This design comes from an exercise in tuning for small area and a short achievable clock period on the open sky130 flow, not from production work.
Where RTL was checked, it was by simulation tests only, not by an equivalence proof against the original.
Power is estimated from default activity; no workload was simulated.

==> flow/design.v (excerpt) <==
module fpu_mul( input         CLK,
                input         RESET,
                input         EN,
                input  [31:0] A,
                input  [31:0] B,
                output [31:0] Z );
export LEC_CHECK = 0
export ABC_AREA = 1
export CAP_MARGIN = 20
export CORE_MARGIN = 2
export CORE_UTILIZATION = 55
export SETUP_SLACK_MARGIN = 5
export SLEW_MARGIN = 20
export SYNTH_HIERARCHICAL = 1
export TNS_END_PERCENT = 10
create_clock -name core_clock -period 10.0 [get_ports {CLK}]
standard.sh (not shown) runs the stock make flow with config.mk's settings and CLKGATE_MAP_FILE= SYNTH_SCRIPT=/design/flow/synth_recipe.tcl, a recipe that flattens the netlist after the stock synthesis.
==> flow/flow/run.sh <==
#!/bin/bash
# Layout flow: the standard flow (standard.sh, the ORFS make targets) with
#  - the port buffers that ORFS inserts on every input and output made with
#    sky130_fd_sc_hd__buf_1 (BUFFER_PORTS_ARGS) instead of the default choice.
# Synthesis, floorplan, placement, CTS and routing are otherwise unchanged.
# Each ORFS step writes its full log under orfs/logs/; make's own output goes
# to standard.log here.
set -euo pipefail
MARGIN=$(cat flow/margin.txt 2>/dev/null || echo 6)
BUF=$(cat flow/portbuf.txt 2>/dev/null || echo sky130_fd_sc_hd__buf_1)
sed -E "s/SETUP_SLACK_MARGIN=[0-9.+-]+/SETUP_SLACK_MARGIN=${MARGIN} 'BUFFER_PORTS_ARGS=-buffer_cell ${BUF}'/" standard.sh > standard_margin.sh
grep -q "SETUP_SLACK_MARGIN=${MARGIN} " standard_margin.sh
bash standard_margin.sh > standard.log 2>&1
==> flow/flow/margin.txt <==
6.3
==> next run, changes <==
--- a/flow/design.v
+++ b/flow/design.v
@@ -979,71 +979,71 @@
 fa u_fa256 (.a(fs175), .b(fc213), .ci(fs214), .s(fs256), .co(fc256));
 fa u_fa257 (.a(fc175), .b(fs215), .ci(fc214), .s(fs257), .co(fc257));
 fa u_fa258 (.a(fc177), .b(fs216), .ci(fc215), .s(fs258), .co(fc258));
 fa u_fa259 (.a(fs179), .b(fs217), .ci(fc216), .s(fs259), .co(fc259));
 fa u_fa260 (.a(fc179), .b(fs218), .ci(fc217), .s(fs260), .co(fc260));
 fa u_fa261 (.a(t11[23]), .b(fs219), .ci(fc218), .s(fs261), .co(fc261));
 fa u_fa262 (.a(hs29), .b(t11[24]), .ci(fc219), .s(fs262), .co(fc262));
 assign hs32 = ~hc29;
 assign hc32 = hc29;
 wire [47:0] rowA = {fc262, fc261, fc260, fc259, fc258, fc257, fc256, fc255, fc254, fc253, fc252, fc251, fc250, fc249, fc248, fc247, fc246, fc245, fc244, fc243, fc242, fc241, fc240, fc239, fc238, fc237, fc236, fc235, fc234, fc233, fc232, fc231, fc230, fc229, fc228, fc227, fc226, fc225, fc224, fc223, fc222, fc221, fc220, hc31, hc30, hs30, t0[1], neg[0]};
 wire [47:0] rowB = {hs32, fs262, fs261, fs260, fs259, fs258, fs257, fs256, fs255, fs254, fs253, fs252, fs251, fs250, fs249, fs248, fs247, fs246, fs245, fs244, fs243, fs242, fs241, fs240, fs239, fs238, fs237, fs236, fs235, fs234, fs233, fs232, fs231, fs230, fs229, fs228, fs227, fs226, fs225, fs224, fs223, fs222, fs221, fs220, hs31, t1[0], 1'b0, t0[0]};
 wire [16:0] lowsum = {1'b0, rowA[15:0]} + {1'b0, rowB[15:0]};
-wire [9:0] e1 = {1'b0, esum_r} - 10'd127;
 wire [22:0] za, zb;
 assign za[0] = 1'b1;
 assign zb[0] = 1'b1;
 generate for (gj = 1; gj < 23; gj = gj + 1) begin : tza
   assign za[gj] = za[gj-1] & ~ma[gj-1];
 end endgenerate
 generate for (gj = 0; gj < 11; gj = gj + 1) begin : tzb
   assign zb[2*gj+1] = zb[2*gj] & ~one[gj];
   assign zb[2*gj+2] = zb[2*gj] & ~one[gj] & ~two[gj];
 end endgenerate
 wire [22:0] zpair;
 generate for (gj = 0; gj < 23; gj = gj + 1) begin : zp
   assign zpair[gj] = za[gj] & zb[22-gj];
 end endgenerate
 wire sticky1 = ~(|zpair);
 reg        zero2, sign2, cl2, st2;
-reg  [9:0] e2;
+reg  [8:0] es2;    
 reg [47:16] hA, hB;
 always_ff @(posedge CLK) begin
   if (RESET) begin
     zero2 <= 1'b1; sign2 <= 1'b0;
   end else begin
     zero2 <= zero_r; sign2 <= sign_r;
   end
-  e2 <= e1; cl2 <= lowsum[16]; st2 <= sticky1;
+  es2 <= esum_r; cl2 <= lowsum[16]; st2 <= sticky1;
   hA <= rowA[47:16]; hB <= rowB[47:16];
 end
 wire c22;    
 carry_pfx u_c22 (.a(hA[21:16]), .b(hB[21:16]), .ci(cl2), .co(c22));
 wire x22 = hA[22], y22 = hB[22];
 wire p22 = x22 ^ y22 ^ c22;
 wire c23 = (x22 & y22) | (c22 & (x22 ^ y22));
 wire [24:0] X = hA[47:23], Y = hB[47:23];
 wire [24:0] S = X ^ Y;
 wire [24:0] C = {X[23:0] & Y[23:0], 1'b0};
 wire p23 = S[0] ^ c23;
 wire up = p22 & (p23 | st2);
 wire m = (S[0] & c23) | (up & (S[0] ^ c23));
 wire [23:0] T0, T1;    
 add_cmp24 u_cmp (.a(S[24:1]), .b(C[24:1]), .s0(T0), .s1(T1));
 wire r0 = p23 ^ up;
 wire [22:0] F0 = T0[23] ? T0[22:0] : {T0[21:0], r0};
 wire [22:0] F1 = T1[23] ? T1[22:0] : {T1[21:0], r0};
 wire [22:0] f = m ? F1 : F0;
 wire r24 = m ? T1[23] : T0[23];
-wire [9:0] e2p = e2 + 10'd1;
+wire [9:0] e2 = {1'b0, es2} - 10'd127;
+wire [9:0] e2p = {1'b0, es2} - 10'd126;
 wire zero_a = e2[9] | zero2,  inf_a = (e2[9:8] == 2'b01);
 wire zero_b = e2p[9] | zero2, inf_b = (e2p[9:8] == 2'b01);
 wire ret_zero = r24 ? zero_b : zero_a;
 wire ret_inf  = r24 ? inf_b : inf_a;
 wire [7:0] en = r24 ? e2p[7:0] : e2[7:0];
 reg        zs_r;        
 reg        kz_r;        
 reg        fi_r;        
 reg        km_r;        
 reg  [7:0] ze_r;
 reg [22:0] zm_r;
 always_ff @(posedge CLK)
Clock power rises by 3.6%.
Final cell count is about the same.
Design area is lower by about 0.5%.
Power fell by about 0.5%.
Non-clock buffer count rises by 17.
Worst hold slack gets worse by 94 ps.
Synthesized area is lower by about 0.7%.
Wire length is higher by about 0.6%.
Register-to-register slack stays flat.
Synthesized cell count falls by 0.80%.
Setup slack degrades by 4.2 ps.
Clock-buffer cell count went up by 1.
For the first run of this note, only the layout was checked, not whether the RTL still works.

## re-timing with driven ports
The results above use ideal ports. As a check the final layouts listed here were re-extracted and re-timed, cells and wires unchanged.
Step 1, drivers: a clkbuf_16 drives CLK and a buf_2 each remaining input, both assumed.
Step 2 also shifts input and output timing later by t, the mid clock arrival at the registers, as if the neighbouring blocks saw the same clock.
a / b / c = no drivers / after step 1 / after step 2; a / b = the first two.
run	t, ns	slack for setup (ns)	hold slack, ns	clock arrival spread, ns	pins driven straight from the clock port
the first run	0.516	6.256 / 6.227 / 6.083	0.434 / 0.434 / 0.434	0.019 / 0.019	1
the second run	0.512	6.251 / 6.251 / 6.251	0.340 / 0.340 / 0.340	0.017 / 0.017	1
After both steps setup and hold are still met in every run listed. For the first run, which loses most, drivers alone change the setup slack by -0.029 ns; drivers and shift together by -0.173 ns.
